This design comes from an exercise in tuning for small area and a short achievable clock period on the open sky130 flow, not from production work. At most, simulation tests tie the RTL to the original design; equivalence was not proved. No activity file was given, so power comes from the tool's default toggle rates.

==> flow/design.v (excerpt) <==
module alu16bit (
  input clk,
  input reset,
  input [2:0] operation,
  input [15:0] operand_A,
  input [15:0] operand_B,
  output reg [31:0] result,
  output reg carry_flag,
  output reg zero_flag
);
Settings: LEC_CHECK=0, ABC_AREA=0, CAP_MARGIN=20, CORE_MARGIN=2, CORE_UTILIZATION=40, GPL_TIMING_DRIVEN=0, SLEW_MARGIN=20, SYNTH_HIERARCHICAL=1; clock period 7.2 ns.
standard.sh (not shown) runs the stock make flow with config.mk's settings and CLKGATE_MAP_FILE= SYNTH_SCRIPT=/design/flow/synth_recipe.tcl, a recipe that flattens the netlist after the stock synthesis.
==> flow/flow/run.sh <==
#!/bin/bash
# The standard layout, with the port buffers made of plain buffers (sky130
# buf_1, which the resizer may upsize) instead of the delay-cell buffers that
# buffer_ports picks by default.
set -euo pipefail
export BUFFER_PORTS_ARGS="-buffer_cell sky130_fd_sc_hd__buf_1"
bash standard.sh > standard.log 2>&1
Rerun with:
--- a/flow/design.v
+++ b/flow/design.v
@@ -4,23 +4,23 @@
   input [2:0] operation,
   input [15:0] operand_A,
   input [15:0] operand_B,
   output reg [31:0] result,
   output reg carry_flag,
   output reg zero_flag
 );
   wire [15:0] a = operand_A;
   wire [15:0] b = operand_B;
   wire is_add = ~reset & (operation == 3'd0);
   wire is_sub = ~reset & (operation == 3'd1);
-  wire is_mul = (operation == 3'd2);
+  wire is_mul = ~reset & (operation == 3'd2);
   wire [15:0] m = is_mul ? b : {15'd0, is_add | is_sub};
   reg [15:0] cv;
   always @(*) begin
     if (reset) cv = 16'd0;
     else
     case (operation)
       3'd0: cv = b;
       3'd1: cv = ~b;
       3'd3: cv = a & b;
       3'd4: cv = a | b;
       3'd5: cv = ~(a & b);
@@ -32,23 +32,23 @@
   wire cin = is_sub;
   wire [15:0] cvn;
   wire t00 = ~(is_sub | (~reset & (operation == 3'd5 || operation == 3'd6)));
   wire t01 = ~(is_add | (~reset & (operation == 3'd4 || operation == 3'd5 || operation == 3'd7)));
   wire t10 = ~(is_sub | (~reset & (operation == 3'd4 || operation == 3'd5 || operation == 3'd7)));
   wire t11 = ~(is_add | (~reset & (operation == 3'd3 || operation == 3'd4)));
   genvar cb;
   generate for (cb = 0; cb < 16; cb = cb + 1) begin : g_cv
     cvbit ucv (a[cb], b[cb], t00, t01, t10, t11, cvn[cb]);
   end endgenerate
   wire is_sub_n = ~is_sub;
-  wire [15:0] an = ~(a & {16{~reset}});    
+  wire [15:0] an = ~a;
   wire [15:0] mn = ~m;
   wire p1;
   nor2 up1 (an[0], mn[0], p1);
   wire p2;
   nor2 up2 (an[1], mn[0], p2);
   wire p3;
   nor2 up3 (an[2], mn[0], p3);
   wire p4;
   nor2 up4 (an[3], mn[0], p4);
   wire p5;
   nor2 up5 (an[4], mn[0], p5);
@@ -1231,23 +1231,28 @@
   wire n835;
   xor2 un835 (n735, n782, n835);
   wire n836;
   xnor2 un836 (n737, n810, n836);
   wire n837;
   xor2 un837 (is_sub, n794, n837);
   wire [31:0] s = {n837, n836, n835, n834, n833, n832, n831, n830, n829, n828, n827, n826, n825, n824, n823, n822, n821, n820, n819, n818, n817, n816, n815, n814, n813, n812, n687, n685, n683, n681, n679, n677};
   wire borrow = is_sub & s[16];
   wire zero_lo = (s[15:0] == 16'd0);
   wire zero_mul = (a == 16'd0) | (b == 16'd0);
   wire [31:0] r = s;
-  wire z = ~reset & (is_mul ? zero_mul : zero_lo);
+  wire z_e = ~reset & ~is_mul & ~(|s[11:0]);
+  wire z_m = ~reset & is_mul & zero_mul;
+  wire z_l1, z_l2, z;
+  nor2 uz1 (s[15], s[14], z_l1);
+  nor2 uz2 (s[13], s[12], z_l2);
+  a31o uz3 (z_l1, z_l2, z_e, z_m, z);
   always @(posedge clk) begin
     result     <= r;
     carry_flag <= borrow;
     zero_flag  <= z;
   end
 endmodule
 module fa (input a, input b, input c, output s, output co);
   assign s = a ^ b ^ c;
   assign co = (a & b) | (a & c) | (b & c);
 endmodule
 module ha (input a, input b, output s, output co);
@@ -1261,22 +1266,25 @@
   assign y = ~(a ^ b);
 endmodule
 module nand2 (input a, input b, output y);
   assign y = ~(a & b);
 endmodule
 module nor2 (input a, input b, output y);
   assign y = ~(a | b);
 endmodule
 module inv1 (input a, output y);
   assign y = ~a;
 endmodule
+module a31o (input a, input b, input c, input d, output y);
+  assign y = (a & b & c) | d;
+endmodule
 module cvbit (input a, input b, input t00, input t01, input t10, input t11, output y);
   assign y = a ? (b ? t11 : t10) : (b ? t01 : t00);
 endmodule
 module aoi21 (input a, input b, input c, output y);
   assign y = ~((a & b) | c);
 endmodule
 module o21ai (input a, input b, input c, output y);
   assign y = ~((a | b) & c);
 endmodule
 module oai21 (input a, input b, input c, output y);
   assign y = ~((a | b) & c);
Result: Design area shrinks by 3.0%; total power came out lower by 5.2%; die area decreases by 0.84%; setup slack loses 0.041 ns; sequential share of layout area rose by 0.24 points; routed wire length climbs by 3.7%; via count stays flat.
Function was not checked in any run of this note: the RTL went through the layout flow alone.

Another version of the RTL of alu16bit (not shown whole).
For scale: roughly 900 cells after synthesis, ~34 flip-flops, ~8500 um^2 of cells after synthesis.
==> flow/config.mk <==
export PLATFORM = sky130hd
export DESIGN_NAME = alu16bit
export DESIGN_NICKNAME = alu16bit
export VERILOG_FILES = /design/flow/design.v
export SDC_FILE = /design/flow/constraint.sdc
export NUM_CORES = 4
export LEC_CHECK = 0
export ABC_AREA = 1
export CAP_MARGIN = 20
export CORE_MARGIN = 2
export CORE_UTILIZATION = 40
export GPL_TIMING_DRIVEN = 0
export SLEW_MARGIN = 20
export SYNTH_HIERARCHICAL = 1
==> flow/constraint.sdc <==
create_clock -name core_clock -period 7.2 [get_ports {clk}]
set_input_delay 1.4400 -clock core_clock [delete_from_list [all_inputs] [get_ports {clk}]]
set_output_delay 1.4400 -clock core_clock [all_outputs]
set_load 0.01 [all_outputs]
Scripts as last shown in full above: flow/flow/run.sh
==> next run, changes <==
--- a/flow/design.v
+++ b/flow/design.v
@@ -28,17 +28,38 @@
       3'd7: cv = a ^ b;
       default: cv = 16'd0;
     endcase
   end
   wire cin = is_sub;
   wire [15:0] cvn = ~cv;
   wire is_sub_n = ~is_sub;
   wire [15:0] an = ~a;
-  wire [15:0] mn = ~m;
+  wire [3:0] ism;
+  wire [15:0] mn;
+  dmul ud0 (operation, reset, ism[0]);
+  dmul ud1 (operation, reset, ism[1]);
+  dmul ud2 (operation, reset, ism[2]);
+  dmul ud3 (operation, reset, ism[3]);
+  a21oi um0 (b[0], ism[0], is_add | is_sub, mn[0]);
+  nand2 um1 (b[1], ism[0], mn[1]);
+  nand2 um2 (b[2], ism[0], mn[2]);
+  nand2 um3 (b[3], ism[0], mn[3]);
+  nand2 um4 (b[4], ism[1], mn[4]);
+  nand2 um5 (b[5], ism[1], mn[5]);
+  nand2 um6 (b[6], ism[1], mn[6]);
+  nand2 um7 (b[7], ism[1], mn[7]);
+  nand2 um8 (b[8], ism[2], mn[8]);
+  nand2 um9 (b[9], ism[2], mn[9]);
+  nand2 um10 (b[10], ism[2], mn[10]);
+  nand2 um11 (b[11], ism[2], mn[11]);
+  nand2 um12 (b[12], ism[3], mn[12]);
+  nand2 um13 (b[13], ism[3], mn[13]);
+  nand2 um14 (b[14], ism[3], mn[14]);
+  nand2 um15 (b[15], ism[3], mn[15]);
   wire p1;
   nor2 up1 (an[0], mn[0], p1);
   wire p2;
   nor2 up2 (an[1], mn[0], p2);
   wire p3;
   nor2 up3 (an[2], mn[0], p3);
   wire p4;
   nor2 up4 (an[3], mn[0], p4);
@@ -1184,14 +1205,23 @@
 module fa (input a, input b, input c, output s, output co);
   assign s = a ^ b ^ c;
   assign co = (a & b) | (a & c) | (b & c);
 endmodule
 module ha (input a, input b, output s, output co);
   assign s = a ^ b;
   assign co = a & b;
 endmodule
+module nand2 (input a, input b, output y);
+  assign y = ~(a & b);
+endmodule
 module nor2 (input a, input b, output y);
   assign y = ~(a | b);
 endmodule
+module dmul (input [2:0] op, input rst, output y);
+  assign y = ~rst & (op == 3'd2);
+endmodule
+module a21oi (input a, input b, input c, output y);
+  assign y = ~((a & b) | c);
+endmodule
 module o21ai (input a, input b, input c, output y);
   assign y = ~((a | b) & c);
 endmodule
After rerunning: Worst setup slack loses 0.066 ns; first-iteration DRC count came out higher by 13%; non-clock buffer count came out lower by 3; core utilization came out lower by 0.61 points; global-route usage came out lower by 0.86 points; clock-buffer cell count came out lower by 3; die area came out higher by 3.3%; synthesized cell count came out higher by 4.9%; area after synthesis came out higher by 3.4%; cell area came out higher by 2.4%; power came out higher by 1.5%; final cell count came out higher by 3.6%.
No functional check of the RTL was part of the second run of this note.

==> static timing again, ports no longer ideal <==
Ports are ideal in the flow. The routed layouts listed here were re-timed in OpenROAD. Step 1 assumes that a clkbuf_16 drives the clock port and a buf_2 every other input. Step 2, shift: input delay + t, output delay - t, t = (earliest + latest rising clock arrival at the registers) / 2. This alone moves slack from input paths to output paths. a / b / c = ideal / step 1 / step 2; a / b = the first two.
run | t, ns | setup WS [ns] | slew at the worst register clock pin (ns) | worst slew at a driven data input, ns
the first run of note 1 | 0.335 | 0.347 / 0.357 / 0.022 | 0.07 / 0.07 | 0.04
the second run of note 1 | 0.336 | 0.305 / 0.327 / -0.009 | 0.06 / 0.06 | 0.04
the first run of note 2 | 0.343 | 0.340 / 0.359 / 0.016 | 0.06 / 0.06 | 0.05
the second run of note 2 | 0.346 | 0.273 / 0.301 / -0.045 | 0.06 / 0.06 | 0.04
With both steps, setup timing fails in the second run of note 1 and the second run of note 2, where it was met with ideal ports. For the first run of note 1, which loses most, drivers alone change the setup slack by +0.010 ns; drivers and shift together by -0.325 ns.
